This design comes from an exercise in tuning for small area, a short achievable clock period and few clock cycles per item on the open sky130 flow, not from production work. At most, simulation tests tie the RTL to the original design; equivalence was not proved. For runs 2 to 5, only the layout was checked, not whether the RTL still works. Power is estimated from default activity; no workload was simulated.

<file path="config.mk">
export PLATFORM = sky130hd
export DESIGN_NAME = main
export DESIGN_NICKNAME = main
export VERILOG_FILES = /design/flow/design.v
export SDC_FILE = /design/flow/constraint.sdc
export NUM_CORES = 4
export LEC_CHECK = 0
export CAP_MARGIN = 20
export CORE_MARGIN = 2
export CORE_UTILIZATION = 40
export SLEW_MARGIN = 20
</file>
<file path="run.sh">
#!/bin/bash
# synth_recipe.tcl (not shown) runs the flow's synth.tcl, then flattens the netlist and writes it again
# the make line also repeats each setting of config.mk as NAME=value (left out here)
make -C /OpenROAD-flow-scripts/flow DESIGN_CONFIG=/design/flow/config.mk WORK_HOME=/design/flow/orfs CLKGATE_MAP_FILE= SYNTH_SCRIPT=/design/flow/synth_recipe.tcl finish
</file>
<file path="constraint.sdc">
create_clock -name core_clock -period 25.0 [get_ports {clk}]
set_input_delay 5.0000 -clock core_clock [delete_from_list [all_inputs] [get_ports {clk}]]
set_output_delay 5.0000 -clock core_clock [all_outputs]
set_load 0.01 [all_outputs]
</file>
<file path="design.v">
module main(
    input clk, rst, start,
    input [3:0] ip,
    output reg [59:0] ans,
    output reg finish
    );
    reg [3:0]  d;       
    reg [6:0]  cnt;     
    reg [47:0] s;       
    reg [11:0] v;       
    wire [11:0] g, keep, frz;
    genvar i;
    generate
        for (i = 0; i < 12; i = i + 1) begin : pos
            assign g[i]    = v[i] && (s[4*i+:4] >= d);
            assign frz[i]  = (cnt >= 90 + i);
            assign keep[i] = frz[i] || (|g[11:i]);
        end
    endgenerate
    wire [11:0] vn = {keep[10:0], 1'b1};
    wire [11:0] wr = vn & ~keep;
    wire [3:0] s11 = s[47:44];
    wire [3:0] u = (v[11] && s11 >= d) ? s11 : d;
    wire [47:0] num = {s[3:0], s[7:4], s[11:8], s[15:12], s[19:16], s[23:20],
                       s[27:24], s[31:28], s[35:32], s[39:36], s[43:40], u};
    reg [59:0] sum;
    reg [15:0] c;
    integer k;
    always @(*) begin
        c[0] = 1'b0;
        for (k = 0; k < 15; k = k + 1) begin : add
            reg [4:0] t;
            t = ans[4*k+:4] + (k < 12 ? num[4*k+:4] : 4'd0) + c[k];
            if (t > 9) begin
                sum[4*k+:4] = t - 10;
                c[k+1] = 1'b1;
            end else begin
                sum[4*k+:4] = t[3:0];
                c[k+1] = 1'b0;
            end
        end
    end
    always @(posedge clk) begin
        d <= ip;
        if (rst) begin
            finish <= 1'b1;
            ans <= 60'd0;
        end else if (finish) begin
            cnt <= 7'd0;
            if (start) finish <= 1'b0;
        end else begin
            cnt <= cnt + 7'd1;
            if (cnt == 7'd0) v <= 12'd0;
            else begin
                v <= vn;
                for (k = 0; k < 12; k = k + 1)
                    if (wr[k]) s[4*k+:4] <= d;
            end
            if (cnt == 7'd100) begin
                finish <= 1'b1;
                ans <= sum;
            end
        end
    end
endmodule
</file>
==> run_results.csv, run 1 <==
group,metric,value,unit
floorplanning,num_rows,55,
route,viasPerCell,5.36,
clock_network,numCtsBuffers,17,
hold_path,min_path_cells,2,
logic_synthesis,synth_top_cell_by_area,"edfxtp_1",
clock_network,cts_sinks,132,
floorplanning,die_w,156,um
layout,area_delta_synth_final,26.7,%
grt,grt_pass1_wl,36.1,mm
clock_network,ctsHoldBuffers,0,
setup_path,arrival,24.25,ns
place,dp_cells,1310,
setup_path,end_kind,"register",
grt,antenna_found_initial,0,
grt,track_usage,18.6,%
setup_path,worstPathRequired,25.32,ns
clock_network,cts_tree,"done",
logic_synthesis,synth_cell_types,65,
logic_synthesis,syn-cell-area,0.00927,mm^2
clock_network,clk_pin_slew,0.06,ns
logic_synthesis,synth_top_area_share,21.7,%
layout,drive_gt1_share,20.8,%
setup_path,max_stage_delay,0.59,ns
place,pre_cts_slack,-1.28,ns
timing,max_freq,41.8,MHz
setup_path,start_kind,"register",
place,hpwl,14.9,mm
floorplanning,pin_count,68,
hold_path,min_to,"ans[22]",
power_and_ir_drop,leakage,0.00487,uW
setup_path,reg2reg_slack,1.07,ns
route,drc,0,
setup_path,ff2ff_path_depth,122,
floorplanning,die_h,156,um
route,drt_iter0_drc,345,
setup_path,r2r_end,"ans[57]",
route,drt-total-wl,22.2,mm
timing,setup_ws,1.07,ns
clock_network,clk_latency,0.43,ns
setup_path,slowest_stage,"fa_2",
layout,nNetsFinal,1228,
timing,hold_ws,0.479,ns
logic_synthesis,yosys_warnings,1,
flow_run,cap_violations,0,
timing,worstMarginPinSlew,0.959,ns
layout,n_antenna_cell,0,
grt,globalRoute.totalOverflow,0,
clock_network,cts_root_buf,"clkbuf_16",
place,portBuffers,67,
logic_synthesis,synth-edff-count,67,
timing,relSlewSlack,36.0,%
power_and_ir_drop,power.density,46.5,mW/mm^2
timing,setup_viol,0,
logic_synthesis,async_reset_ff_share,0,%
route,detail-route-antenna-nets,0,
hold_path,hp-start,"ans[22]",
timing,final_hold_viol_count,0,
floorplanning,die_area,0.0244,mm^2
logic_synthesis,syn_nets,1110,
logic_synthesis,yosysSeqAreaShare,35.7,%
timing,fin_skew,0.00888,ns
setup_path,rr_startpoint,"d[1]",
route,vias,7353,
timing,min_period,23.93,ns
layout,postLayoutCoreUtil,51.7,%
logic_synthesis,syn_avg_cell_area,9.70,um^2
clock_network,cts_buffer_depth,2,
timing,maxSlewViolCount,0,
timing,timing.final.crit_share,95.7,%
logic_synthesis,postSynthCellCount,956,
run_status,status,"finished clean",
logic_synthesis,synth-main-ff-cell,"edfxtp_1",
logic_synthesis,ys_ff_latch,132,
hold_path,hold_path.class,"register to register",
route,drt_pre_antenna_iters,4,
floorplanning,start_util,40.8,%
power_and_ir_drop,p_total,546,uW
layout,fin_cells,1372,
place,gp_congestion,0.846,
grt,grt_max_degree,61,
clock_network,htree_levels,4,
setup_path,critPathKind,"register to register",
power_and_ir_drop,irDropWorstVdd,0.0342,mV
floorplanning,core_area,0.0227,mm^2
grt,grt_pass1_vias,7216,
logic_synthesis,ys_top_cells_by_area,"edfxtp_1, ha_1, dfxtp_1",
setup_path,path_max_fanout,4,
route,wl_per_cell,16.2,um
## power by group
group	total, uW	leakage, uW	internal (uW)	switching, uW
clock network	242	0.000252	137	105
logic	69.1	0.00348	31.3	37.8
registers	236	0.00113	232	3.88
## metal layers
layer / GRT usage [%] / routed length [um] / up-vias / part of all wire [%]
met5: 0 / 0 / - / 0
met4: 4.28 / 255 / 0 / 1.2
met3: 4.15 / 1240 / 20 / 5.6
met2: 30.3 / 10400 / 139 / 47
met1: 25.2 / 10300 / 3497 / 47
li1: - / - / 3697 / -
## metrics by stage
step | instance area, um^2 | TNS (ns)
final | 11700 | 0
after global routing | 11700 | -0.717
after CTS | 11200 | 0
after detailed placement | 10500 | -3.44
after global placement | 10500 | -0.824
after floorplan | 9330 | 0
## state kept, by name (all words and copies together) (netlist names)
register / flops
ans: 60
cnt: 7
d: 4
finish: 1
s: 48
v: 12
## area by class of cell
| cell class | count | area (um^2) |
|---|---|---|
| clock buffers | 17 | 425 |
| clock inverters | 15 | 131 |
| fillers | 2061 | 11000 |
| inverters | 79 | 297 |
| multi-input cells | 716 | 6100 |
| flip-flops and latches | 132 | 3320 |
| well taps | 285 | 357 |
| repair buffers | 128 | 1120 |
## cell families (layout without fill, tap and decap cells)
logic type	Yosys count	after routing	share of synthesized area (%)
XOR/XNOR	33	33	3.12
AND/OR/NAND/NOR	275	275	15.1
multiplexers	13	13	1.42
adder cells (fa/ha/maj)	147	147	21.7
buffers and inverters	108	239	4.63
flip-flops	132	132	35.7
AO/OA/AOI/OAI	248	248	18.3
## worst max-delay path by stage
stage | from | end | cells past startpoint
after floorplan | d[2] | ans[57] | 122
after global placement | s[44] | ans[57] | 120
after detailed placement | s[44] | ans[57] | 118
after CTS | s[44] | ans[57] | 125
after global routing | s[44] | ans[57] | 122
final | d[1] | ans[57] | 122
## critical path: cells and delay by family (launching register included)
kind | cells | cell delay, ns
compound gates | 31 | 5.76
xor+xnor | 1 | 0.19
fa+ha+maj | 44 | 13.58
buf+inv | 35 | 2.41
flops | 1 | 0.35
mux | 1 | 0.28
simple gates | 10 | 1.18
## cells in the mapped netlist (6+ instances only)
master and number:
ha_1 124, nand2b_1 17, and3_1 9, o21ai_0 52
inv_1 79, a31oi_1 9, fa_1 23, nand2_1 86
xnor2_1 28, nor2b_1 6, nor2_1 69, a211oi_1 16
dfxtp_1 65, nand3_1 15, and3b_1 11, mux2i_1 12
clkbuf_1 15, nor3_1 19, or3_1 12, and2_1 6
buf_2 13, a41oi_1 11, o21a_1 17, a21oi_1 57
a21o_1 36, edfxtp_1 67
## timing repair
action | CTS | global route
pin swaps | 6 | 57
gates cloned | 0 | 0
buffers inserted | 5 | 25
resized for setup | 27 | 107
endpoints found under the setup margin | 4 | 7
## cell usage in the layout (no fill, tap or decap), types with 7 or more instances in the layout
cell type	instances
edfxtp_1	67
or3_1	12
o21ai_2	9
xnor2_1	15
dfxtp_1	63
nand2_1	85
a41oi_2	10
inv_1	57
ha_1	110
a31oi_1	8
ha_4	10
xnor2_2	10
nand2b_1	15
nor2_1	67
clkdlybuf4s50_1	66
clkbuf_16	17
nor3_1	19
a21o_1	36
fa_2	20
nand3_1	15
inv_2	22
clkinvlp_4	7
mux2i_1	12
and3_1	9
o21a_1	17
buf_4	61
and3b_1	11
a21oi_1	57
o21ai_0	39
a211oi_1	16
Testbench counts, summed over its fixed seeds: cycles 19,584, lines 192.
==> inputs of run 2 (changes only) <==
==> design.v (replaced) <==
module main(
    input clk, rst, start,
    input [3:0] ip,
    output reg [59:0] ans,
    output reg finish
    );
    function automatic ge4(input [3:0] x, input [3:0] y);
        reg r;
        integer j;
        begin
            r = 1'b1;
            for (j = 0; j < 4; j = j + 1)
                r = (x[j] ^ y[j]) ? x[j] : r;
            ge4 = r;
        end
    endfunction
    function automatic gek(input [6:0] x, input [6:0] k);
        reg r;
        integer j;
        begin
            r = 1'b1;
            for (j = 0; j < 7; j = j + 1)
                r = k[j] ? (x[j] & r) : (x[j] | r);
            gek = r;
        end
    endfunction
    reg [3:0]  d;       
    reg [6:0]  cnt;     
    reg        busy;    
    reg [47:0] s;       
    reg [11:0] v;       
    wire [11:0] keep;
    genvar i;
    generate
        for (i = 0; i < 12; i = i + 1) begin : pos
            assign keep[i] = gek(cnt, 90 + i) | (v[i] & ge4(s[4*i+:4], d));
        end
    endgenerate
    wire [11:0] vn = {keep[10:0], 1'b1};
    wire [11:0] wr = vn & ~keep;
    wire load = busy && cnt == 7'd100;
    wire [3:0] s11 = s[47:44];
    wire [3:0] u = (v[11] & ge4(s11, d)) ? s11 : d;
    wire [47:0] num = {s[3:0], s[7:4], s[11:8], s[15:12], s[19:16], s[23:20],
                       s[27:24], s[31:28], s[35:32], s[39:36], s[43:40], u};
    wire [59:0] b = {12'd0, load ? num : 48'd0};
    wire [14:0] gd, pd;
    wire [3:0] r [0:14];
    generate
        for (i = 0; i < 15; i = i + 1) begin : dg
            wire [3:0] x = ans[4*i+:4];
            wire [3:0] y = b[4*i+:4];
            wire [4:0] sd;
            wire [4:0] c;
            assign c[0] = 1'b0;
            genvar j;
            for (j = 0; j < 4; j = j + 1) begin : rc
                assign sd[j] = x[j] ^ y[j] ^ c[j];
                assign c[j+1] = (x[j] & y[j]) | (c[j] & (x[j] ^ y[j]));
            end
            assign sd[4] = c[4];
            wire [3:0] h = sd[4:1];       
            assign gd[i] = h[3] | (h[2] & (h[1] | h[0]));
            assign r[i][0] = sd[0];
            assign r[i][3:1] = h[3] ? (h[0] ? 3'b100 : 3'b011) :
                               gd[i] ? {1'b0, h[1] & h[0], h[1] & ~h[0]} : h[2:0];
            assign pd[i] = r[i][3] & r[i][0];
        end
    endgenerate
    wire [15:0] cy;
    assign cy[0] = 1'b0;
    generate
        for (i = 0; i < 15; i = i + 1) begin : cc
            assign cy[i+1] = gd[i] | (pd[i] & cy[i]);
        end
    endgenerate
    wire [59:0] sum;
    generate
        for (i = 0; i < 15; i = i + 1) begin : fin
            wire [3:0] ri = r[i];
            wire t = ri[0] & cy[i];
            assign sum[4*i]   = ri[0] ^ cy[i];
            assign sum[4*i+1] = (ri[1] ^ t) & ~(ri[3] & t);
            assign sum[4*i+2] = ri[2] ^ (ri[1] & t);
            assign sum[4*i+3] = (ri[3] & ~t) | (ri[2] & ri[1] & t);
        end
    endgenerate
    always @(posedge clk) begin
        d <= ip;
        ans <= rst ? 60'd0 : sum;
        finish <= rst | (finish ? !start : load);
        busy <= !rst & (busy ? !load : (finish & start));
        cnt <= busy ? cnt + 7'd1 : 7'd0;
        v <= (cnt == 7'd0) ? 12'd0 : vn;
        for (integer k = 0; k < 12; k = k + 1)
            if (wr[k]) s[4*k+:4] <= d;
    end
endmodule
==> flow/run.sh (new file) <==
#!/bin/bash
# Standard layout, with plain buffers on the ports.
set -euo pipefail
export BUFFER_PORTS_ARGS="-buffer_cell sky130_fd_sc_hd__buf_1"
bash standard.sh > standard.log 2>&1
==> standard.sh (new file) <==
#!/bin/bash
# synth_recipe.tcl (not shown) runs the flow's synth.tcl, then flattens the netlist and writes it again
# the make line also repeats each setting of config.mk as NAME=value (left out here)
make -C /OpenROAD-flow-scripts/flow DESIGN_CONFIG=/design/flow/config.mk WORK_HOME=/design/flow/orfs CLKGATE_MAP_FILE= SYNTH_SCRIPT=/design/flow/synth_recipe.tcl "${@:-finish}"
--- a/config.mk
+++ b/config.mk
@@ -7,2 +7,3 @@
 export LEC_CHECK = 0
+export ABC_AREA = 1
 export CAP_MARGIN = 20
@@ -10,2 +11,5 @@
 export CORE_UTILIZATION = 40
+export CTS_BUF_LIST = sky130_fd_sc_hd__clkbuf_4
+export CTS_CLUSTER_DIAMETER = 100
+export CTS_CLUSTER_SIZE = 40
 export SLEW_MARGIN = 20
removed: run.sh
==> run 2 against run 1 <==
  * Routed wire length is 31% lower
  * Non-clock buffer count is 55 lower
  * Utilization is 6.6 points lower
  * Fmax grew to 3.8 times the previous value
  * Design area is 28% lower
  * Global-route usage is 2.5 points lower
  * Sequential cell count is 1 higher
  * Final cell count is 9.9% lower
  * Hold slack better by 0.013 ns
  * Setup slack better by 18 ns
  * Register-to-register slack better by 18 ns
  * Critical path type unchanged
  * Highest routed layer unchanged
==> run_results.csv, run 2 <==
group,metric,value,unit
power_and_ir_drop,irDropWorstVdd,0.0267,mV
timing,timing.final.crit_share,25.1,%
grt,grtUsageMet1,21.3,%
floorplanning,num_rows,50,
grt,grt_pass1_vias,5573,
logic_synthesis,synth_cell_types,33,
timing,hold_ws,0.492,ns
grt,use_met2,25.9,%
setup_path,rr_startpoint,"d[0]",
grt,globalRoute.totalOverflow,0,
setup_path,worstPathRequired,25.49,ns
power_and_ir_drop,leakage,0.00410,uW
layout,area_delta_synth_final,10.4,%
floorplanning,die_area,0.0202,mm^2
logic_synthesis,synth_top_area_share,22.3,%
timing,min_period,6.29,ns
route,drt_iter0_drc,270,
layout,final_common_cell,"inv_1",
clock_network,ctsHoldBuffers,0,
timing,fin_skew,0.0134,ns
route,drt-total-wl,15.3,mm
place,portBuffers,67,
logic_synthesis,postSynthCellCount,913,
floorplanning,die_h,142,um
setup_path,cp_common_cell,"nand2_2",
setup_path,endpoint,"ans[58]",
flow_run,cap_violations,0,
layout,reg_top3,"ans (60), s (48), v (12)",
logic_synthesis,syn-cell-area,0.00764,mm^2
setup_path,r2r_end,"ans[58]",
grt,track_usage,16.1,%
layout,largest_reg_flops,60,
run_status,status,"finished clean",
floorplanning,die_w,142,um
setup_path,arrival,6.78,ns
place,gp_congestion,0.771,
clock_network,htree_levels,4,
clock_network,cts_root_buf,"clkbuf_4",
floorplanning,core_area,0.0187,mm^2
logic_synthesis,synth-edff-count,48,
layout,nNetsFinal,1074,
grt,grt_pass1_wl,25.7,mm
route,drt_pre_antenna_iters,7,
layout,postLayoutCoreUtil,45.1,%
timing,final_hold_viol_count,0,
logic_synthesis,async_reset_ff_share,0,%
setup_path,max_stage_delay,0.71,ns
route,detail-route-antenna-nets,0,
setup_path,crit_cells,46,
logic_synthesis,yosysSeqAreaShare,41.1,%
setup_path,crit_family,"adder cells",
timing,grt_setup_unrepaired,"no",
route,viasPerCell,4.65,
hold_path,hold_path.class,"register to register",
clock_network,clk_pin_slew,0.12,ns
layout,final_cell_area,0.00843,mm^2
setup_path,path_max_fanout,13,
route,drc,0,
floorplanning,start_util,40.8,%
layout,largest_register,"ans",
setup_path,reg2reg_slack,18.71,ns
setup_path,ff2ff_path_depth,46,
timing,worstMarginPinSlew,0.705,ns
timing,relSlewSlack,53.0,%
setup_path,slowest_stage,"dfxtp_1",
setup_path,critPathKind,"register to register",
power_and_ir_drop,power.density,45.4,mW/mm^2
grt,grt_use_met3,4.34,%
grt,grt_max_degree,45,
clock_network,cts_buffer_depth,2,
logic_synthesis,synth_top_cell_by_area,"dfxtp_1",
clock_network,cts_sinks,133,
clock_network,cts_tree,"done",
logic_synthesis,ys_ff_latch,133,
logic_synthesis,syn_nets,1000,
route,wl_per_cell,12.4,um
timing,max_freq,159,MHz
layout,drive_gt1_share,9.90,%
logic_synthesis,synth.most_common_cell,"inv_1",
layout,layout_common_cells,"inv_1, nand2_1, nor2_1",
setup_path,path_buf_inv,4,
hold_path,hp-start,"cnt[4]",
grt,busiest_layer,"met2",
clock_network,cts_setup_buffers,0,
place,hpwl,11.0,mm
floorplanning,pin_count,68,
logic_synthesis,ys_top_cells_by_area,"dfxtp_1, edfxtp_1, fa_1",
logic_synthesis,synth-main-ff-cell,"dfxtp_1",
grt,antenna_found_initial,1,
setup_path,critPathLaunch,"d[0]",
timing,maxSlewViolCount,0,
route,vias,5749,
logic_synthesis,synthTopCellsByCount,"inv_1, nand2_1, nor2_1, dfxtp_1, a21oi_1",
timing,setup_viol,0,
clock_network,cts_resized,0,
logic_synthesis,syn_avg_cell_area,8.37,um^2
logic_synthesis,yosys_warnings,1,
clock_network,numCtsBuffers,17,
timing,final.setup.tns,0,ns
setup_path,start_kind,"register",
place,post_dp_cell_area,0.00816,mm^2
setup_path,end_kind,"register",
clock_network,clk_latency,0.55,ns
==> run 2: worst min path at each step <==
| stage | end | slack, ns | cells after the start |
|---|---|---|---|
| global placement | cnt[0] | 0.47 | 1 |
| CTS | cnt[4] | 0.49 | 2 |
| finish | cnt[4] | 0.49 | 2 |
| detailed placement | cnt[4] | 0.48 | 2 |
| global route | cnt[4] | 0.54 | 2 |
| floorplan | cnt[0] | 0.44 | 1 |
==> run 2: cell families after synthesis <==
logic type	after synthesis	synth area share (%)
flops	133	41.1
buf+inv	196	9.63
fa+ha+maj	81	16.8
xor+xnor	2	0.229
simple gates	317	18.9
compound gates	184	13.4
==> run 2: per-layer routing <==
layer	vias up	wire [um]
li1	3083	-
met3	14	711
met4	0	204
met1	2556	7490
met2	96	6870
met5	-	0
==> run 2: tightest hold or removal path, cell delays in order (launching register included) <==
cell     delay [ns]
dfxtp_1        0.34
inv_1          0.07
a21oi_1        0.05
==> run 2: final cells by class <==
cell class | instances | area [um^2]
diodes | 2 | 5.00
clock buffers | 17 | 128
clock inverters | 15 | 138
fillers | 1839 | 10300
inverters | 178 | 668
multi-input cells | 584 | 3760
flip-flops and latches | 133 | 3140
well taps | 234 | 293
repair buffers | 73 | 297
==> run 2: where the power goes <==
group          switching, uW  leakage (uW)  total (uW)  internal [uW]
Combinational           11.3       0.00283        15.4           4.12
Clock                   81.5      0.000146         140           58.0
Sequential              1.69       0.00112         228            227
Total                   94.5       0.00410         383            289
==> run 2: per-stage QoR <==
stage / power (uW) / setup slack, ns / cells
6_report: 383 / 18.71 / 1236
5_1_grt: 400 / 18.12 / 1236
4_1_cts: 389 / 18.68 / 1234
3_5_place_dp: 249 / 18.41 / 1202
3_3_place_gp: 249 / 18.46 / 1202
2_1_floorplan: 243 / 19.39 / 913
==> inputs of run 3 (changes only) <==
==> flow/run.sh (replaced) <==
#!/bin/bash
# Standard layout, with plain buffers on the ports and timing repair aimed
# well past the 25 ns constraint.
set -euo pipefail
export BUFFER_PORTS_ARGS="-buffer_cell sky130_fd_sc_hd__buf_1"
export SETUP_SLACK_MARGIN=19
bash standard.sh > standard.log 2>&1
==> run 3 against run 2 <==
  * Still clean on timing, DRC and antenna
  * Synthesized area did not move
  * Fmax is 4.3% higher
  * Global-route usage grew 0.60 points
  * Setup slack better by 0.26 ns
  * Clock power about the same
  * Die area unchanged
  * Via count rose by 6.3%
  * Clock skew rose by 0.0022 ns
  * First-iteration DRC count rose by 6.7%
  * Sequential cell count stayed put
  * Power rose by 0.89%
  * Count of clock-buffer cells in the layout unchanged
  * Critical endpoint is now finish
==> run_results.csv, run 3 <==
group,metric,value,unit
floorplanning,start_util,40.8,%
timing,max_freq,166,MHz
route,drt-total-wl,16.7,mm
clock_network,numCtsBuffers,17,
setup_path,worstPathRequired,20.00,ns
logic_synthesis,async_reset_ff_share,0,%
route,drt_pre_antenna_iters,4,
place,gp_congestion,0.771,
logic_synthesis,synth-edff-count,48,
setup_path,arrival,1.03,ns
logic_synthesis,ys_top_cells_by_area,"dfxtp_1, edfxtp_1, fa_1",
timing,timing.final.crit_share,24.1,%
logic_synthesis,postSynthCellCount,913,
grt,globalRoute.totalOverflow,0,
logic_synthesis,synth.most_common_cell,"inv_1",
floorplanning,pin_count,68,
logic_synthesis,yosysSeqAreaShare,41.1,%
route,detail-route-antenna-nets,0,
setup_path,slowest_stage,"dfxtp_2",
timing,final.setup.tns,0,ns
place,portBuffers,67,
clock_network,cts_tree,"done",
layout,reg_top3,"ans (60), s (48), v (12)",
clock_network,cts_sinks,133,
route,drt_iter0_drc,288,
grt,grt_pass1_vias,5851,
timing,grt_setup_unrepaired,"yes",
power_and_ir_drop,power.density,40.4,mW/mm^2
setup_path,start_kind,"register",
grt,grt_pass1_wl,26.7,mm
timing,final_hold_viol_count,0,
setup_path,end_kind,"output pin",
layout,final_common_cell,"inv_1",
layout,largest_reg_flops,60,
power_and_ir_drop,irDropWorstVdd,0.0269,mV
flow_run,cap_violations,0,
floorplanning,die_area,0.0202,mm^2
hold_path,hold_path.class,"register to register",
setup_path,crit_chain,"buf_6",
floorplanning,die_h,142,um
setup_path,path_buf_inv,1,
layout,drive_gt1_share,28.4,%
clock_network,htree_levels,4,
power_and_ir_drop,leakage,0.00480,uW
route,wl_per_cell,12.8,um
timing,maxSlewViolCount,0,
layout,layout_common_cells,"inv_1, nand2_1, nor2_1",
layout,area_delta_synth_final,25.3,%
route,vias,6112,
logic_synthesis,syn_nets,1000,
timing,worstMarginPinSlew,0.606,ns
run_status,status,"finished clean",
timing,min_period,6.03,ns
logic_synthesis,synthTopCellsByCount,"inv_1, nand2_1, nor2_1, dfxtp_1, a21oi_1",
route,drc,0,
setup_path,crit_family,"flip-flops",
clock_network,cts_buffer_depth,2,
power_and_ir_drop,p_total,387,uW
setup_path,critPathKind,"register to output pin",
route,viasPerCell,4.71,
layout,final.fill_count,1725,
logic_synthesis,synth_cell_types,33,
floorplanning,die_w,142,um
grt,grt_max_degree,45,
floorplanning,core_area,0.0187,mm^2
layout,largest_register,"ans",
logic_synthesis,syn_avg_cell_area,8.37,um^2
timing,setup_viol,0,
floorplanning,num_rows,50,
place,hpwl,11.0,mm
logic_synthesis,synth-main-ff-cell,"dfxtp_1",
clock_network,clk_latency,0.55,ns
logic_synthesis,synth_top_area_share,22.3,%
logic_synthesis,yosys_warnings,1,
clock_network,cts_root_buf,"clkbuf_4",
grt,antenna_found_initial,1,
setup_path,max_stage_delay,0.37,ns
logic_synthesis,ys_ff_latch,133,
timing,relSlewSlack,59.4,%
clock_network,clk_pin_slew,0.12,ns
logic_synthesis,syn-cell-area,0.00764,mm^2
setup_path,path_max_fanout,3,
layout,nNetsFinal,1137,
grt,track_usage,16.7,%
logic_synthesis,synth_top_cell_by_area,"dfxtp_1",
timing,fin_skew,0.0157,ns
## run 3: worst reg2reg max path: cells and delay by family, from the launching register on
kind	cells	cell delay, ns
AOI/OAI and AO/OA	4	0.46
adders and majority gates	7	1.94
buffers and inverters	7	0.65
DFF	1	0.36
and+or+nand+nor	29	2.16
## run 3: cell families (layout without fill, tap and decap cells)
logic type / after synthesis / in the layout / synth area share, %
other cells: 0 / 2 / 0
buf+inv: 196 / 346 / 9.63
compound gates: 184 / 184 / 13.4
xor+xnor: 2 / 2 / 0.229
flops: 133 / 133 / 41.1
fa+ha+maj: 81 / 81 / 16.8
simple gates: 317 / 317 / 18.9
## run 3: through the flow
step	setup slack [ns]	instance area [um^2]	util, %	instances	hold WS, ns
after global routing	18.88	9580	51.2	1299	0.497
after detailed placement	18.41	8160	43.6	1202	0.476
final	18.97	9580	51.2	1299	0.463
after global placement	18.46	8160	43.6	1202	0.469
after floorplan	19.39	7640	-	913	0.441
after CTS	18.94	9330	49.9	1281	0.494
## run 3: what timing repair did
action,CTS,global route
gates cloned,0,4
hold buffers,0,0
setup endpoints to repair,71,88
gates resized for setup,188,29
pin swaps,0,5
buffers inserted,47,12
## run 3: report_power, final
part	internal [uW]	total (uW)	switching [uW]
Combinational	5.74	17.8	12.1
Clock	58.0	140	82.3
Sequential	226	228	1.98
## run 3: path summary, 6_finish.rpt
kind	from	to	slack, ns	depth (start not counted)
hold reg to reg	cnt[0]	cnt[0]	0.46	1
setup reg to reg	cnt[1]	ans[58]	19.40	47
setup / recovery	finish	finish	18.97	1
hold / removal	cnt[0]	cnt[0]	0.46	1
## run 3: layout make-up
type / instances / area [um^2] / area share, %
Antenna cell: 2 / 5.00 / 0.0523
Clock buffer: 17 / 128 / 1.33
Clock inverter: 15 / 138 / 1.44
Inverter: 178 / 691 / 7.21
Multi-Input combinational cell: 584 / 3810 / 39.8
Sequential cell: 133 / 3230 / 33.7
Tap cell: 234 / 293 / 3.06
Timing Repair Buffer: 134 / 1270 / 13.3
Timing Repair inverter: 2 / 10.0 / 0.105
## run 3: metal layers
| metal | GRT usage (%) | wire [um] | up-vias |
|---|---|---|---|
| met5 | 0 | 0 | - |
| met1 | 21.8 | 7870 | 2768 |
| met3 | 4.37 | 781 | 23 |
| met2 | 27.3 | 7750 | 110 |
| met4 | 4.79 | 279 | 0 |
| li1 | - | - | 3211 |
==> inputs of run 4 (changes only) <==
==> run.sh (new file) <==
#!/bin/bash
# synth_recipe.tcl (not shown) runs the flow's synth.tcl, then flattens the netlist and writes it again
# the make line also repeats each setting of config.mk as NAME=value (left out here)
make -C /OpenROAD-flow-scripts/flow DESIGN_CONFIG=/design/flow/config.mk WORK_HOME=/design/flow/orfs CLKGATE_MAP_FILE= SYNTH_SCRIPT=/design/flow/synth_recipe.tcl finish
removed: flow/run.sh
removed: standard.sh
==> run 4 against run 3 <==
  * Still clean on timing, DRC and antenna
  * Combinational power is 9% lower
  * Synthesized area stayed put
  * Power is 0.38% lower
  * Sequential power hardly changed
  * Routed wire length is 6.2% lower
  * Non-clock buffer count is 61 lower
  * Sequential share of layout area is 1.8 points higher
  * Critical path depth stayed put
  * Synthesized cell count stayed put
==> run_results.csv, run 4 <==
group,metric,value,unit
run_status,status,"finished clean",
timing,min_period,6.54,ns
floorplanning,pin_count,68,
layout,drive_gt1_share,9.80,%
hold_path,hp-start,"cnt[4]",
layout,nNetsFinal,1074,
layout,final_common_cell,"inv_1",
setup_path,crit_chain,"clkdlybuf4s50_1",
logic_synthesis,synthTopCellsByCount,"inv_1, nand2_1, nor2_1, dfxtp_1, a21oi_1",
flow_run,cap_violations,0,
layout,largest_register,"ans",
setup_path,path_buf_inv,1,
clock_network,cts_resized,0,
logic_synthesis,yosysSeqAreaShare,41.1,%
grt,globalRoute.totalOverflow,0,
place,hpwl,11.2,mm
setup_path,max_stage_delay,0.57,ns
place,portBuffers,67,
setup_path,arrival,1.54,ns
layout,reg_top3,"ans (60), s (48), v (12)",
logic_synthesis,synth-main-ff-cell,"dfxtp_1",
logic_synthesis,synth_top_cell_by_area,"dfxtp_1",
route,drc,0,
timing,maxSlewViolCount,0,
setup_path,crit_family,"buffers and inverters",
setup_path,reg2reg_slack,18.62,ns
timing,setup_ws,18.46,ns
timing,relSlewSlack,49.9,%
logic_synthesis,async_reset_ff_share,0,%
layout,area_delta_synth_final,15.8,%
hold_path,min_path_cells,2,
setup_path,rr_startpoint,"d[0]",
power_and_ir_drop,irDropWorstVdd,0.0260,mV
setup_path,r2r_end,"ans[58]",
place,gp_congestion,0.765,
route,drt_iter0_drc,247,
power_and_ir_drop,power.density,43.5,mW/mm^2
logic_synthesis,synth-edff-count,48,
floorplanning,core_area,0.0187,mm^2
logic_synthesis,syn_nets,1000,
clock_network,cts_buffer_depth,2,
clock_network,ctsHoldBuffers,0,
setup_path,critPathKind,"register to output pin",
route,wl_per_cell,12.7,um
logic_synthesis,synth.most_common_cell,"inv_1",
layout,n_antenna_cell,0,
hold_path,min_to,"cnt[4]",
logic_synthesis,ys_top_cells_by_area,"dfxtp_1, edfxtp_1, fa_1",
floorplanning,start_util,40.8,%
timing,final_hold_viol_count,0,
power_and_ir_drop,p_total,385,uW
floorplanning,num_rows,50,
route,detail-route-antenna-nets,0,
setup_path,worstPathRequired,20.00,ns
power_and_ir_drop,leakage,0.00426,uW
setup_path,end_kind,"output pin",
setup_path,start_kind,"register",
logic_synthesis,postSynthCellCount,913,
clock_network,cts_tree,"done",
route,viasPerCell,4.78,
route,vias,5897,
clock_network,cts_sinks,133,
timing,fin_skew,0.0173,ns
timing,timing.final.crit_share,26.1,%
floorplanning,die_w,142,um
layout,final.fill_count,1845,
grt,grt_pass1_vias,5607,
timing,max_freq,153,MHz
clock_network,htree_levels,4,
timing,worstMarginPinSlew,0.744,ns
logic_synthesis,syn_avg_cell_area,8.37,um^2
floorplanning,die_h,142,um
route,drt-total-wl,15.6,mm
setup_path,ff2ff_path_depth,46,
place,pre_cts_slack,18.06,ns
logic_synthesis,syn-cell-area,0.00764,mm^2
clock_network,numCtsBuffers,17,
timing,final.setup.tns,0,ns
setup_path,path_max_fanout,5,
hold_path,hold_path.class,"register to register",
layout,layout_common_cells,"inv_1, nand2_1, nor2_1",
grt,grt_max_degree,45,
timing,grt_setup_unrepaired,"no",
layout,multiInputGateArea,0.00376,mm^2
timing,setup_viol,0,
setup_path,slowest_stage,"clkdlybuf4s50_1",
route,drt_pre_antenna_iters,5,
setup_path,crit_cells,1,
logic_synthesis,ys_ff_latch,133,
logic_synthesis,yosys_warnings,1,
clock_network,cts_setup_buffers,0,
layout,seq_area,0.00314,mm^2
clock_network,cts_root_buf,"clkbuf_4",
layout,largest_reg_flops,60,
grt,track_usage,16.4,%
floorplanning,die_area,0.0202,mm^2
logic_synthesis,synth_cell_types,33,
logic_synthesis,synth_top_area_share,22.3,%
grt,grt_pass1_wl,26.0,mm
clock_network,clk_pin_slew,0.11,ns
grt,antenna_found_initial,0,
clock_network,clk_latency,0.55,ns
## run 4: worst max path at each step
stage,from,end,slack [ns]
finish,ans[50],ans[50],18.46
floorplan,rst,ans[51],19.39
global route,cnt[1],ans[58],17.98
detailed placement,rst,ans[55],18.06
CTS,ans[51],ans[51],18.39
global placement,rst,ans[34],18.10
## run 4: routing by layer
metal	vias to the layer above	GRT usage (%)	share of wire, %
met5	-	0	0
met4	0	6.16	1.6
met3	20	4.21	4.0
met2	95	26.1	46
met1	2699	21.5	48
li1	3083	-	-
## run 4: logic make-up (layout without fill, tap and decap cells)
| group | Yosys count | after routing | synth area share, % |
|---|---|---|---|
| simple gates | 317 | 317 | 18.9 |
| fa+ha+maj | 81 | 81 | 16.8 |
| xor+xnor | 2 | 2 | 0.229 |
| flops | 133 | 133 | 41.1 |
| buf+inv | 196 | 283 | 9.63 |
| compound gates | 184 | 184 | 13.4 |
## run 4: worst min-delay path, cell delays in order (launching register included)
cell and delay (ns):
dfxtp_1 0.34, inv_1 0.07, a21oi_1 0.05
## run 4: report_power, final
part           leakage, uW  switching, uW  internal, uW
logic              0.00298           11.3          4.89
registers          0.00112           1.80           227
clock network     0.000150           75.1          65.4
total              0.00426           88.2           297
## run 4: area by class of cell
| cell class | instances | share of cell area [%] |
|---|---|---|
| Multi-Input combinational cell | 584 | 42.5 |
| Sequential cell | 133 | 35.5 |
| Timing Repair Buffer | 73 | 8.09 |
| Inverter | 178 | 7.55 |
| Tap cell | 234 | 3.31 |
| Clock buffer | 24 | 2.04 |
| Clock inverter | 8 | 0.948 |
## run 4: metrics by stage
stage	hold slack [ns]	util, %	cell area (um^2)	instances
after global routing	0.514	47.3	8850	1234
after detailed placement	0.479	45.9	8580	1202
after global placement	0.471	45.9	8580	1202
after floorplan	0.441	-	7640	913
after CTS	0.494	47.3	8850	1234
final	0.493	47.3	8850	1234
==> inputs of run 5 (changes only) <==
--- a/config.mk
+++ b/config.mk
@@ -11,5 +11,2 @@
 export CORE_UTILIZATION = 40
-export CTS_BUF_LIST = sky130_fd_sc_hd__clkbuf_4
-export CTS_CLUSTER_DIAMETER = 100
-export CTS_CLUSTER_SIZE = 40
 export SLEW_MARGIN = 20
==> run 5 against run 4 <==
  * Count of clock-buffer cells in the layout increased by 5
  * Die area is the same
  * Final cell count unchanged
  * Sequential power barely moved
  * Critical endpoint is now ans[55]
==> run_results.csv, run 5 <==
group,metric,value,unit
setup_path,end_kind,"register",
timing,min_period,6.52,ns
timing,final.setup.tns,0,ns
logic_synthesis,synth_top_cell_by_area,"dfxtp_1",
setup_path,path_max_fanout,23,
clock_network,cts_resized,0,
timing,max_freq,153,MHz
route,vias,5922,
layout,layout_common_cells,"inv_1, nand2_1, nor2_1",
layout,nNetsFinal,1074,
timing,worstMarginPinSlew,0.752,ns
route,wl_per_cell,12.8,um
layout,area_delta_synth_final,20.0,%
clock_network,clk_latency,0.42,ns
place,gp_congestion,0.765,
route,drt_pre_antenna_iters,5,
floorplanning,die_h,142,um
clock_network,cts_sinks,133,
route,drc,0,
flow_run,cap_violations,0,
grt,antenna_found_initial,0,
logic_synthesis,async_reset_ff_share,0,%
layout,reg_top3,"ans (60), s (48), v (12)",
clock_network,ctsHoldBuffers,0,
timing,fin_skew,0.00775,ns
layout,final_common_cell,"inv_1",
route,drt_iter0_drc,273,
floorplanning,die_area,0.0202,mm^2
setup_path,critPathKind,"input pin to register",
route,drt-total-wl,15.8,mm
timing,maxSlewViolCount,0,
setup_path,arrival,6.86,ns
timing,timing.final.crit_share,26.1,%
clock_network,numCtsBuffers,17,
clock_network,clk_pin_slew,0.05,ns
layout,drive_gt1_share,9.60,%
layout,final.fill_count,1797,
setup_path,ff2ff_path_depth,44,
floorplanning,die_w,142,um
logic_synthesis,ys_ff_latch,133,
logic_synthesis,syn-cell-area,0.00764,mm^2
floorplanning,core_area,0.0187,mm^2
clock_network,htree_levels,4,
setup_path,start_kind,"input pin",
hold_path,min_to,"cnt[4]",
setup_path,worstPathRequired,25.34,ns
power_and_ir_drop,leakage,0.00439,uW
clock_network,cts_root_buf,"clkbuf_16",
floorplanning,start_util,40.8,%
timing,setup_viol,0,
logic_synthesis,yosysSeqAreaShare,41.1,%
layout,largest_register,"ans",
clock_network,cts_buffer_depth,2,
hold_path,min_path_cells,2,
route,viasPerCell,4.80,
run_status,status,"finished clean",
logic_synthesis,synthTopCellsByCount,"inv_1, nand2_1, nor2_1, dfxtp_1, a21oi_1",
grt,track_usage,16.3,%
logic_synthesis,synth_cell_types,33,
clock_network,cts_tree,"done",
logic_synthesis,synth-main-ff-cell,"dfxtp_1",
timing,grt_setup_unrepaired,"no",
floorplanning,pin_count,68,
logic_synthesis,synth.most_common_cell,"inv_1",
hold_path,hold_path.class,"register to register",
route,detail-route-antenna-nets,0,
logic_synthesis,synth_top_area_share,22.3,%
grt,grt_pass1_vias,5665,
clock_network,cts_setup_buffers,0,
logic_synthesis,syn_avg_cell_area,8.37,um^2
floorplanning,num_rows,50,
grt,grt_max_degree,45,
timing,final_hold_viol_count,0,
layout,largest_reg_flops,60,
logic_synthesis,postSynthCellCount,913,
logic_synthesis,syn_nets,1000,
timing,relSlewSlack,49.8,%
logic_synthesis,ys_top_cells_by_area,"dfxtp_1, edfxtp_1, fa_1",
place,hpwl,11.2,mm
setup_path,r2r_end,"ans[58]",
logic_synthesis,synth-edff-count,48,
layout,n_antenna_cell,0,
power_and_ir_drop,p_total,493,uW
logic_synthesis,yosys_warnings,1,
hold_path,hp-start,"cnt[4]",
grt,globalRoute.totalOverflow,0,
setup_path,reg2reg_slack,18.62,ns
grt,grt_pass1_wl,26.1,mm
power_and_ir_drop,power.density,53.8,mW/mm^2
setup_path,rr_startpoint,"cnt[5]",
power_and_ir_drop,irDropWorstVdd,0.0515,mV
place,portBuffers,67,
run 5: changes by cell type in the layout (fill, tap and decap cells not counted), sizes merged:
cell	change
clkinv	-5
clkbuf	+5
run 5: metrics by stage:
stage,util (%),instance area [um^2],cells,hold slack [ns],setup slack [ns]
after floorplan,-,7640,913,0.441,19.39
after global placement,45.9,8580,1202,0.471,18.10
after detailed placement,45.9,8580,1202,0.479,18.06
after CTS,49.0,9170,1234,0.488,18.50
after global routing,49.0,9170,1234,0.506,17.98
final,49.0,9170,1234,0.486,18.48
run 5: logic make-up (layout without fill, tap and decap cells):
kind of cell	after synthesis	in the layout	synth area share (%)
and+or+nand+nor	317	317	18.9
buffers and inverters	196	283	9.63
AOI/OAI and AO/OA	184	184	13.4
DFF	133	133	41.1
adders and majority gates	81	81	16.8
xor gates and xnor gates	2	2	0.229
run 5: final cells by class:
| cell class | count | area [um^2] | share of cell area (%) |
|---|---|---|---|
| Multi-Input combinational cell | 584 | 3760 | 41.0 |
| Sequential cell | 133 | 3140 | 34.3 |
| Timing Repair Buffer | 73 | 716 | 7.81 |
| Inverter | 178 | 668 | 7.29 |
| Clock buffer | 29 | 520 | 5.68 |
| Tap cell | 234 | 293 | 3.19 |
| Clock inverter | 3 | 65.1 | 0.710 |
run 5: critical path, cell delays in order:
cell	delay [ns]
clkdlybuf4s50_1	0.39
buf_4	0.24
inv_1	0.53
buf_4	0.39
o21ai_0	0.13
a21oi_1	0.15
run 5: routing by layer:
| layer | vias to the layer above | track usage [%] | wire [um] |
|---|---|---|---|
| met5 | - | 0 | 0 |
| met4 | 0 | 5.79 | 243 |
| met3 | 20 | 3.77 | 657 |
| met2 | 117 | 26.3 | 7210 |
| met1 | 2707 | 21.7 | 7660 |
| li1 | 3078 | - | - |
run 5: report_power, final:
part	leakage, uW	internal [uW]	switching (uW)	total, uW
clock network	0.000286	160	88.2	248
logic	0.00298	4.89	11.3	16.2
registers	0.00112	227	1.76	229
run 5: how the worst max path moves through the flow:
stage,startpoint,end,slack [ns]
4_1_cts,rst,ans[55],18.50
5_1_grt,cnt[1],ans[58],17.98
6_report,rst,ans[55],18.48
3_3_place_gp,rst,ans[34],18.10
2_1_floorplan,rst,ans[51],19.39
3_5_place_dp,rst,ans[55],18.06
==> inputs of run 6 (changes only) <==
--- a/design.v
+++ b/design.v
@@ -70,8 +70,25 @@
     wire [15:0] cy;
-    assign cy[0] = 1'b0;
+    wire [3:0] gg, pg, cg;
+    generate
+        for (i = 0; i < 4; i = i + 1) begin : grp
+            wire [3:0] gi = gd[4*i+:4];
+            wire [3:0] pi = (i == 3) ? {1'b0, pd[14:12]} : pd[4*i+:4];
+            assign gg[i] = gi[3] | (pi[3] & (gi[2] | (pi[2] & (gi[1] | (pi[1] & gi[0])))));
+            assign pg[i] = &pi;
+        end
+    endgenerate
+    assign cg[0] = 1'b0;
+    assign cg[1] = gg[0];
+    assign cg[2] = gg[1] | (pg[1] & gg[0]);
+    assign cg[3] = gg[2] | (pg[2] & gg[1]) | (pg[2] & pg[1] & gg[0]);
     generate
         for (i = 0; i < 15; i = i + 1) begin : cc
-            assign cy[i+1] = gd[i] | (pd[i] & cy[i]);
+            if (i % 4 == 0) begin : first
+                assign cy[i] = cg[i/4];
+            end else begin : next
+                assign cy[i] = gd[i-1] | (pd[i-1] & cy[i-1]);
+            end
         end
     endgenerate
+    assign cy[15] = 1'b0;
     wire [59:0] sum;
==> flow/run.sh (new file) <==
#!/bin/bash
# Standard layout, with plain buffers on the ports.
set -euo pipefail
export BUFFER_PORTS_ARGS="-buffer_cell sky130_fd_sc_hd__buf_1"
bash standard.sh > standard.log 2>&1
==> standard.sh (new file) <==
#!/bin/bash
# synth_recipe.tcl (not shown) runs the flow's synth.tcl, then flattens the netlist and writes it again
# the make line also repeats each setting of config.mk as NAME=value (left out here)
make -C /OpenROAD-flow-scripts/flow DESIGN_CONFIG=/design/flow/config.mk WORK_HOME=/design/flow/orfs CLKGATE_MAP_FILE= SYNTH_SCRIPT=/design/flow/synth_recipe.tcl "${@:-finish}"
--- a/config.mk
+++ b/config.mk
@@ -11,2 +11,5 @@
 export CORE_UTILIZATION = 40
+export CTS_BUF_LIST = sky130_fd_sc_hd__clkbuf_4
+export CTS_CLUSTER_DIAMETER = 100
+export CTS_CLUSTER_SIZE = 40
 export SLEW_MARGIN = 20
removed: run.sh
==> run 6 against run 5 <==
  * Hold slack worse by 0.023 ns
  * Die area shrank 0.28%
  * Count of clock-buffer cells in the layout down 11
  * Global-route usage increased by 0.56 points
  * Register-to-register slack better by 0.67 ns
  * Sequential share of layout area grew 3.3 points
  * Final cell count up 1.7%
  * Largest cell class unchanged
  * Largest power group is now registers
  * Highest routed layer unchanged
==> run_results.csv, run 6 <==
group,metric,value,unit
power_and_ir_drop,irDropWorstVdd,0.0251,mV
floorplanning,pin_count,68,
setup_path,worstPathRequired,20.00,ns
timing,worstMarginPinSlew,0.789,ns
floorplanning,die_w,142,um
layout,final.fill_count,1874,
grt,antenna_found_initial,1,
place,dp_cells,1222,
floorplanning,core_area,0.0187,mm^2
place,gp_congestion,0.859,
route,vias,5971,
hold_path,min_to,"cnt[0]",
clock_network,cts_buffer_depth,2,
timing,final_hold_viol_count,0,
route,drc,0,
clock_network,clk_latency,0.54,ns
logic_synthesis,synth_top_cell_by_area,"dfxtp_1",
logic_synthesis,synth_cell_types,38,
route,drt_iter0_drc,390,
timing,timing.final.crit_share,24.6,%
setup_path,path_max_fanout,2,
run_status,status,"finished clean",
clock_network,cts_sinks,133,
power_and_ir_drop,p_total,369,uW
logic_synthesis,ys_top_cells_by_area,"dfxtp_1, edfxtp_1, fa_1",
logic_synthesis,syn-cell-area,0.00762,mm^2
logic_synthesis,synth.most_common_cell,"inv_1",
logic_synthesis,yosysSeqAreaShare,41.3,%
route,drt-total-wl,16.3,mm
layout,final_common_cell,"inv_1",
route,viasPerCell,4.76,
setup_path,ff2ff_path_depth,34,
place,hpwl,12.0,mm
route,wl_per_cell,13.0,um
setup_path,r2r_end,"ans[58]",
layout,fin_cells,1255,
place,portBuffers,67,
clock_network,clk_pin_slew,0.11,ns
setup_path,start_kind,"register",
timing,maxSlewViolCount,0,
setup_path,slowest_stage,"dfxtp_1",
setup_path,arrival,1.14,ns
grt,globalRoute.totalOverflow,0,
clock_network,cts_setup_buffers,0,
logic_synthesis,yosys_warnings,2,
clock_network,numCtsBuffers,17,
layout,area_delta_synth_final,9.82,%
floorplanning,die_h,142,um
logic_synthesis,async_reset_ff_share,0,%
setup_path,critPathKind,"register to output pin",
setup_path,max_stage_delay,0.43,ns
setup_path,rr_startpoint,"d[0]",
hold_path,hold_path.class,"register to register",
layout,seq_area,0.00314,mm^2
layout,multiInputGateArea,0.00370,mm^2
timing,grt_setup_unrepaired,"no",
clock_network,cts_root_buf,"clkbuf_4",
logic_synthesis,postSynthCellCount,933,
floorplanning,die_area,0.0202,mm^2
layout,largest_register,"ans",
setup_path,crit_family,"flip-flops",
clock_network,cts_tree,"done",
timing,relSlewSlack,47.4,%
timing,min_period,6.14,ns
route,detail-route-antenna-nets,0,
floorplanning,start_util,40.7,%
layout,drive_gt1_share,6.86,%
grt,grt_pass1_wl,26.7,mm
grt,grt_pass1_vias,5589,
route,drt_pre_antenna_iters,5,
setup_path,reg2reg_slack,19.29,ns
grt,track_usage,16.9,%
timing,final.setup.tns,0,ns
timing,setup_viol,0,
timing,max_freq,163,MHz
setup_path,path_buf_inv,1,
floorplanning,num_rows,50,
setup_path,end_kind,"output pin",
timing,fin_skew,0.0168,ns
layout,largest_reg_flops,60,
grt,grt_max_degree,29,
power_and_ir_drop,power.density,44.1,mW/mm^2
logic_synthesis,syn_nets,1020,
clock_network,cts_resized,0,
flow_run,cap_violations,0,
logic_synthesis,syn_avg_cell_area,8.17,um^2
layout,layout_common_cells,"inv_1, nand2_1, nor2_1",
logic_synthesis,synth-edff-count,48,
clock_network,htree_levels,4,
setup_path,crit_chain,"buf_1",
clock_network,ctsHoldBuffers,0,
hold_path,min_path_cells,1,
logic_synthesis,synth_top_area_share,22.3,%
layout,reg_top3,"ans (60), s (48), v (12)",
hold_path,hp-start,"cnt[0]",
layout,nNetsFinal,1094,
power_and_ir_drop,leakage,0.00391,uW
logic_synthesis,synthTopCellsByCount,"inv_1, nand2_1, nor2_1, dfxtp_1, a21oi_1",
logic_synthesis,synth-main-ff-cell,"dfxtp_1",
layout,final_cell_area,0.00837,mm^2
logic_synthesis,ys_ff_latch,133,
place,post_dp_cell_area,0.00814,mm^2
-- run 6: changes by cell type after synthesis, sizes merged, moves of 3 or more --
| cell | delta |
|---|---|
| o221ai | -3 |
| nor2 | -5 |
| clkinv | -3 |
| clkbuf | -4 |
| inv | +13 |
| nand3 | +14 |
| a21oi | +3 |
| buf | +4 |
-- run 6: logic make-up after synthesis --
logic type,synth area share (%)
AO/OA/AOI/OAI,13.9
flip-flops,41.3
AND/OR/NAND/NOR,17.4
adder cells (fa/ha/maj),17.1
buffers and inverters,10.2
XOR/XNOR,0.115
-- run 6: worst max path at each step --
stage	startpoint	to	cells after the start
2_1_floorplan	rst	ans[47]	4
3_3_place_gp	rst	ans[39]	6
3_5_place_dp	rst	ans[35]	6
4_1_cts	ans[27]	ans[27]	1
5_1_grt	d[0]	ans[58]	34
6_report	ans[27]	ans[27]	1
-- run 6: final cells by class --
| cell class | instances | share of cell area [%] |
|---|---|---|
| Clock inverter | 14 | 1.12 |
| Antenna cell | 1 | 0.0299 |
| Inverter | 188 | 8.43 |
| Sequential cell | 133 | 37.6 |
| Multi-Input combinational cell | 594 | 44.2 |
| Tap cell | 234 | 3.50 |
| Clock buffer | 18 | 1.62 |
| Timing Repair Buffer | 73 | 3.54 |
-- run 6: through the flow --
step	util, %	hold WS (ns)	setup slack [ns]
final	44.7	0.463	18.86
after global routing	44.7	0.473	18.71
after floorplan	-	0.417	19.42
after global placement	43.5	0.430	18.51
after detailed placement	43.5	0.440	18.48
after CTS	44.7	0.461	18.77
-- run 6: report_power, final --
| group | switching [uW] | leakage, uW | total [uW] | internal (uW) |
|---|---|---|---|---|
| clock network | 77.7 | 0.000129 | 125 | 47.5 |
| registers | 1.74 | 0.00112 | 228 | 227 |
| logic | 11.1 | 0.00265 | 15.0 | 3.91 |
| total | 90.5 | 0.00391 | 369 | 278 |
-- run 6: per-layer routing --
| layer | GRT usage [%] | vias up | share of wire, % |
|---|---|---|---|
| met1 | 22.1 | 2708 | 48 |
| met4 | 5.63 | 0 | 1.5 |
| li1 | - | 3141 | - |
| met2 | 28.1 | 101 | 47 |
| met3 | 3.50 | 21 | 3.6 |
| met5 | 0 | - | 0 |
Testbench counts of run 6, summed over its fixed seeds: cycles 19,584, lines 192.
==> inputs of run 7 (changes only) <==
--- a/config.mk
+++ b/config.mk
@@ -11,5 +11,5 @@
 export CORE_UTILIZATION = 40
-export CTS_BUF_LIST = sky130_fd_sc_hd__clkbuf_4
+export CTS_BUF_LIST = sky130_fd_sc_hd__clkbuf_8
 export CTS_CLUSTER_DIAMETER = 100
-export CTS_CLUSTER_SIZE = 40
+export CTS_CLUSTER_SIZE = 30
 export SLEW_MARGIN = 20
==> run 7 against run 6 <==
  * Count of clock-buffer cells in the layout is 3 higher
  * Synthesized area stayed put
  * Critical path type unchanged
  * Highest routed layer unchanged
  * Still clean on timing, DRC and antenna
  * Largest cell class unchanged
  * Design area is 1.7% higher
  * Sequential power hardly changed
  * Utilization is 0.75 points higher
==> run_results.csv, run 7 <==
group,metric,value,unit
setup_path,path_buf_inv,1,
timing,relSlewSlack,46.9,%
floorplanning,num_rows,50,
route,drt_iter0_drc,372,
setup_path,r2r_end,"ans[58]",
timing,max_freq,166,MHz
floorplanning,die_w,142,um
layout,layout_common_cells,"inv_1, nand2_1, nor2_1",
place,pre_cts_slack,18.48,ns
place,hpwl,12.0,mm
layout,area_delta_synth_final,11.7,%
clock_network,numCtsBuffers,17,
timing,worstMarginPinSlew,0.795,ns
route,detail-route-antenna-nets,0,
floorplanning,core_area,0.0187,mm^2
timing,maxSlewViolCount,0,
layout,drive_gt1_share,7.16,%
logic_synthesis,synth_top_area_share,22.3,%
logic_synthesis,ys_ff_latch,133,
logic_synthesis,synth-edff-count,48,
clock_network,cts_buffer_depth,2,
setup_path,ff2ff_path_depth,34,
grt,grt_max_degree,29,
floorplanning,die_h,142,um
grt,globalRoute.totalOverflow,0,
layout,largest_reg_flops,60,
timing,setup_ws,18.97,ns
grt,grt_pass1_vias,5601,
hold_path,min_to,"cnt[0]",
logic_synthesis,synth-main-ff-cell,"dfxtp_1",
timing,fin_skew,0.0145,ns
logic_synthesis,synth_cell_types,38,
logic_synthesis,async_reset_ff_share,0,%
setup_path,path_max_fanout,2,
logic_synthesis,syn_avg_cell_area,8.17,um^2
timing,min_period,6.03,ns
clock_network,cts_root_buf,"clkbuf_8",
setup_path,crit_cells,1,
hold_path,hp-start,"cnt[0]",
setup_path,slowest_stage,"dfxtp_1",
setup_path,arrival,1.03,ns
timing,timing.final.crit_share,24.1,%
logic_synthesis,ys_top_cells_by_area,"dfxtp_1, edfxtp_1, fa_1",
setup_path,critPathKind,"register to output pin",
logic_synthesis,yosysSeqAreaShare,41.3,%
setup_path,reg2reg_slack,19.24,ns
floorplanning,start_util,40.7,%
logic_synthesis,synthTopCellsByCount,"inv_1, nand2_1, nor2_1, dfxtp_1, a21oi_1",
timing,setup_viol,0,
place,gp_congestion,0.859,
power_and_ir_drop,leakage,0.00397,uW
route,drc,0,
route,vias,5947,
logic_synthesis,synth.most_common_cell,"inv_1",
route,wl_per_cell,13.0,um
clock_network,clk_pin_slew,0.08,ns
hold_path,hold_path.class,"register to register",
place,portBuffers,67,
setup_path,worstPathRequired,20.00,ns
timing,grt_setup_unrepaired,"no",
logic_synthesis,yosys_warnings,2,
setup_path,start_kind,"register",
floorplanning,pin_count,68,
clock_network,cts_sinks,133,
layout,n_antenna_cell,0,
power_and_ir_drop,power.density,48.6,mW/mm^2
hold_path,min_path_cells,1,
clock_network,cts_tree,"done",
setup_path,crit_family,"flip-flops",
setup_path,crit_chain,"buf_1",
clock_network,clk_latency,0.44,ns
route,drt-total-wl,16.4,mm
grt,antenna_found_initial,0,
setup_path,rr_startpoint,"d[0]",
run_status,status,"finished clean",
layout,final.fill_count,1855,
grt,grt_pass1_wl,26.8,mm
logic_synthesis,syn_nets,1020,
timing,final_hold_viol_count,0,
clock_network,cts_setup_buffers,0,
clock_network,ctsHoldBuffers,0,
setup_path,max_stage_delay,0.41,ns
layout,reg_top3,"ans (60), s (48), v (12)",
layout,largest_register,"ans",
route,viasPerCell,4.74,
layout,final_common_cell,"inv_1",
grt,track_usage,16.9,%
floorplanning,die_area,0.0202,mm^2
layout,nNetsFinal,1094,
logic_synthesis,synth_top_cell_by_area,"dfxtp_1",
logic_synthesis,syn-cell-area,0.00762,mm^2
setup_path,end_kind,"output pin",
clock_network,htree_levels,4,
power_and_ir_drop,irDropWorstVdd,0.0272,mV
route,drt_pre_antenna_iters,5,
timing,final.setup.tns,0,ns
logic_synthesis,postSynthCellCount,933,
flow_run,cap_violations,0,
clock_network,cts_resized,0,
[run 7: cell types whose count changed in the layout (fill, tap and decap cells not counted)]
cell	delta
clkinv_1	-4
clkbuf_4	-18
diode_2	-1
clkbuf_8	+21
inv_1	+1
[run 7: final cells by class]
type | instances | area, um^2 | share of cell area [%]
sequential | 133 | 3140 | 36.9
timing repair buffer | 73 | 297 | 3.49
clock inverter | 11 | 82.6 | 0.971
multi-input combinational | 594 | 3700 | 43.5
clock buffer | 21 | 289 | 3.40
inverter | 188 | 706 | 8.30
tap | 234 | 293 | 3.44
[run 7: power by group]
| group | switching [uW] | leakage [uW] | internal, uW |
|---|---|---|---|
| Sequential | 1.77 | 0.00112 | 227 |
| Combinational | 11.1 | 0.00265 | 3.91 |
| Clock | 82.7 | 0.000196 | 87.3 |
[run 7: logic make-up after synthesis]
group | share of synthesized area (%)
adders and majority gates | 17.1
and+or+nand+nor | 17.4
AOI/OAI and AO/OA | 13.9
DFF | 41.3
xor gates and xnor gates | 0.115
buffers and inverters | 10.2
[run 7: per-layer routing]
metal  track usage, %  up-vias  routed length, um
li1                 -     3132                  -
met1             22.4     2691               7900
met2             28.0      104               7590
met3             3.13       20                591
met4             5.95        0                275
met5                0        -                  0
[run 7: worst max path at each step]
stage | start | to
CTS | ans[27] | ans[27]
finish | ans[27] | ans[27]
global placement | rst | ans[39]
detailed placement | rst | ans[35]
global route | d[0] | ans[58]
floorplan | rst | ans[47]
[run 7: worst register-to-register path: cells and delay by family (launching register included)]
kind | cells | cell delay (ns)
buf+inv | 4 | 0.71
fa+ha+maj | 7 | 2.17
compound gates | 6 | 0.84
flops | 1 | 0.74
simple gates | 17 | 1.27
[run 7: through the flow]
stage / instances / power [uW] / utilization, % / instance area, um^2 / hold slack (ns)
floorplan: 933 / 243 / - / 7620 / 0.417
global placement: 1222 / 249 / 43.5 / 8140 / 0.430
detailed placement: 1222 / 249 / 43.5 / 8140 / 0.440
CTS: 1254 / 419 / 45.5 / 8510 / 0.455
global route: 1254 / 431 / 45.5 / 8510 / 0.466
finish: 1254 / 414 / 45.5 / 8510 / 0.456
==> inputs of run 8 (changes only) <==
==> run.sh (new file) <==
#!/bin/bash
# synth_recipe.tcl (not shown) runs the flow's synth.tcl, then flattens the netlist and writes it again
# the make line also repeats each setting of config.mk as NAME=value (left out here)
make -C /OpenROAD-flow-scripts/flow DESIGN_CONFIG=/design/flow/config.mk WORK_HOME=/design/flow/orfs CLKGATE_MAP_FILE= SYNTH_SCRIPT=/design/flow/synth_recipe.tcl finish
removed: flow/run.sh
removed: standard.sh
==> run 8 against run 7 <==
  * First-iteration DRC count fell by 20%
  * Die area did not move
  * Via count is 0.10% higher
  * Sequential cell count unchanged
  * Count of clock-buffer cells in the layout fell by 4
  * Utilization rose by 2.0 points
  * Critical endpoint is now ans[50]
==> run_results.csv, run 8 <==
group,metric,value,unit
run_status,status,"finished clean",
logic_synthesis,synth-adder-area-share,17.1,%
logic_synthesis,ys_top_cells_by_area,"dfxtp_1, edfxtp_1, fa_1",
logic_synthesis,postSynthCellCount,933,
clock_network,clk_pin_slew,0.07,ns
logic_synthesis,ys_ff_latch,133,
route,drt_pre_antenna_iters,5,
setup_path,max_stage_delay,0.56,ns
clock_network,clk_latency,0.44,ns
layout,largest_reg_flops,60,
route,drt-total-wl,16.0,mm
logic_synthesis,synth-compound-area-share,13.9,%
power_and_ir_drop,leakage,0.00410,uW
setup_path,start_kind,"register",
route,viasPerCell,4.75,
route,drt_iter0_drc,297,
timing,setup_viol,0,
setup_path,arrival,1.40,ns
floorplanning,die_h,142,um
floorplanning,core_area,0.0187,mm^2
logic_synthesis,synth_xor_area_share,0.115,%
timing,worstMarginPinSlew,0.796,ns
logic_synthesis,synth-edff-count,48,
clock_network,cts_root_buf,"clkbuf_8",
floorplanning,num_rows,50,
setup_path,end_kind,"output pin",
logic_synthesis,synth_top_area_share,22.3,%
route,vias,5953,
power_and_ir_drop,irDropWorstVdd,0.0317,mV
timing,fin_skew,0.00990,ns
route,detail-route-antenna-nets,0,
grt,grtUsageMet1,23.1,%
grt,use_met2,27.5,%
logic_synthesis,yosysSeqAreaShare,41.3,%
layout,largest_register,"ans",
place,hpwl,11.8,mm
grt,grt_pass1_vias,5681,
layout,final_cell_area,0.00889,mm^2
logic_synthesis,syn_nets,1020,
setup_path,worstPathRequired,20.00,ns
timing,timing.final.crit_share,25.6,%
place,portBuffers,67,
setup_path,crit_chain,"clkdlybuf4s50_1",
layout,n_antenna_cell,0,
route,wl_per_cell,12.8,um
layout,fin_cells,1254,
grt,globalRoute.totalOverflow,0,
floorplanning,die_w,142,um
layout,multiInputGateArea,0.00370,mm^2
layout,final.fill_count,1862,
logic_synthesis,synth_top_cell_by_area,"dfxtp_1",
logic_synthesis,synth-main-ff-cell,"dfxtp_1",
clock_network,numCtsBuffers,17,
logic_synthesis,muxShareOfSynthArea,0,%
clock_network,htree_levels,4,
place,dp_cells,1222,
logic_synthesis,synth_top_family_by_area,"simple AND/OR/NAND/NOR gates",
logic_synthesis,synth.most_common_cell,"inv_1",
clock_network,cts_buffer_depth,2,
clock_network,cts_setup_buffers,0,
grt,antenna_found_initial,0,
floorplanning,pin_count,68,
clock_network,ctsHoldBuffers,0,
setup_path,slowest_stage,"clkdlybuf4s50_1",
floorplanning,die_area,0.0202,mm^2
power_and_ir_drop,power.density,45.1,mW/mm^2
place,post_dp_cell_area,0.00855,mm^2
logic_synthesis,synthTopCellsByCount,"inv_1, nand2_1, nor2_1, dfxtp_1, a21oi_1",
timing,grt_setup_unrepaired,"no",
logic_synthesis,syn-cell-area,0.00762,mm^2
timing,max_freq,156,MHz
layout,seq_area,0.00314,mm^2
layout,layout_common_cells,"inv_1, nand2_1, nor2_1",
setup_path,path_max_fanout,5,
timing,relSlewSlack,46.9,%
grt,grt_pass1_wl,27.0,mm
grt,grt_use_met3,3.57,%
logic_synthesis,yosys_warnings,2,
logic_synthesis,yosys.area_share.simple,17.4,%
timing,maxSlewViolCount,0,
layout,reg_top3,"ans (60), s (48), v (12)",
flow_run,cap_violations,0,
timing,min_period,6.40,ns
clock_network,cts_resized,0,
grt,busiest_layer,"met2",
floorplanning,start_util,40.7,%
grt,track_usage,17.0,%
setup_path,critPathKind,"register to output pin",
layout,final_common_cell,"inv_1",
layout,nNetsFinal,1094,
clock_network,cts_sinks,133,
setup_path,path_buf_inv,1,
setup_path,crit_family,"buffers and inverters",
place,gp_congestion,0.843,
hold_path,hold_path.class,"register to register",
grt,grt_max_degree,29,
route,drc,0,
logic_synthesis,synth_cell_types,38,
layout,area_delta_synth_final,16.7,%
timing,final.setup.tns,0,ns
layout,drive_gt1_share,6.86,%
logic_synthesis,async_reset_ff_share,0,%
timing,final_hold_viol_count,0,
clock_network,cts_tree,"done",
logic_synthesis,syn_avg_cell_area,8.17,um^2
## run 8: worst paths after layout
kind	slack, ns	cells past startpoint	start	to
setup / recovery	18.60	1	ans[50]	ans[50]
hold reg to reg	0.46	1	cnt[0]	cnt[0]
hold / removal	0.46	1	cnt[0]	cnt[0]
setup reg to reg	19.25	34	d[0]	ans[58]
## run 8: kinds of logic (layout without fill, tap and decap cells)
| kind of cell | count (synthesis) | count (layout) |
|---|---|---|
| xor+xnor | 1 | 1 |
| simple gates | 321 | 321 |
| buf+inv | 206 | 293 |
| flops | 133 | 133 |
| compound gates | 189 | 189 |
| fa+ha+maj | 83 | 83 |
## run 8: through the flow
step	hold slack, ns	setup slack, ns	util (%)	total power, uW
after global placement	0.438	18.18	45.7	249
final	0.460	18.60	47.5	401
after detailed placement	0.448	18.16	45.7	249
after floorplan	0.417	19.42	-	243
after global routing	0.483	18.51	47.5	420
after CTS	0.465	18.55	47.5	407
## run 8: power by group
group | leakage, uW | internal, uW | switching [uW] | total (uW)
registers | 0.00112 | 227 | 1.74 | 229
logic | 0.00280 | 4.66 | 10.9 | 15.6
clock network | 0.000176 | 75.2 | 81.8 | 157
total | 0.00410 | 307 | 94.4 | 401
## run 8: cell type report
type / instances / area share, %
timing repair buffer: 73 / 8.05
clock inverter: 15 / 1.11
tap: 234 / 3.29
multi-input combinational: 594 / 41.6
clock buffer: 17 / 2.63
sequential: 133 / 35.4
inverter: 188 / 7.94
## run 8: metal layers
layer / share of wire [%] / routed length (um)
met5: 0 / 0
met4: 1.3 / 203
met1: 49 / 7780
met3: 4.0 / 640
met2: 46 / 7420

[port drivers added, routing unchanged]
The flow's constraints put no driver on any port. The routed layouts listed below were extracted and timed again, unchanged, in two steps.
Step 1, drivers: a clkbuf_16 drives clk and a buf_2 each remaining input, both assumed.
Step 2 also shifts input and output timing later by t, the mid clock arrival at the registers, as if the neighbouring blocks saw the same clock.
a / b / c = ideal ports / drivers / drivers and shift; a / b = the first two.
run | t, ns | setup WS [ns] | latest minus earliest clock arrival (ns)
run 1 | 0.477 | 1.068 / 1.068 / 1.068 | 0.009 / 0.008
run 2 | 0.582 | 18.714 / 18.714 / 18.475 | 0.014 / 0.014
run 3 | 0.579 | 18.972 / 18.932 / 18.562 | 0.016 / 0.016
run 4 | 0.575 | 18.464 / 18.429 / 18.067 | 0.017 / 0.017
run 5 | 0.455 | 18.476 / 18.499 / 18.044 | 0.008 / 0.008
run 6 | 0.567 | 18.856 / 18.818 / 18.531 | 0.017 / 0.017
run 7 | 0.474 | 18.972 / 18.933 / 18.529 | 0.015 / 0.014
run 8 | 0.467 | 18.598 / 18.561 / 18.197 | 0.010 / 0.010
After both steps every run listed still meets setup and hold. The setup slack of run 7, which loses most, moves by -0.039 ns with the drivers and by -0.443 ns with both steps.
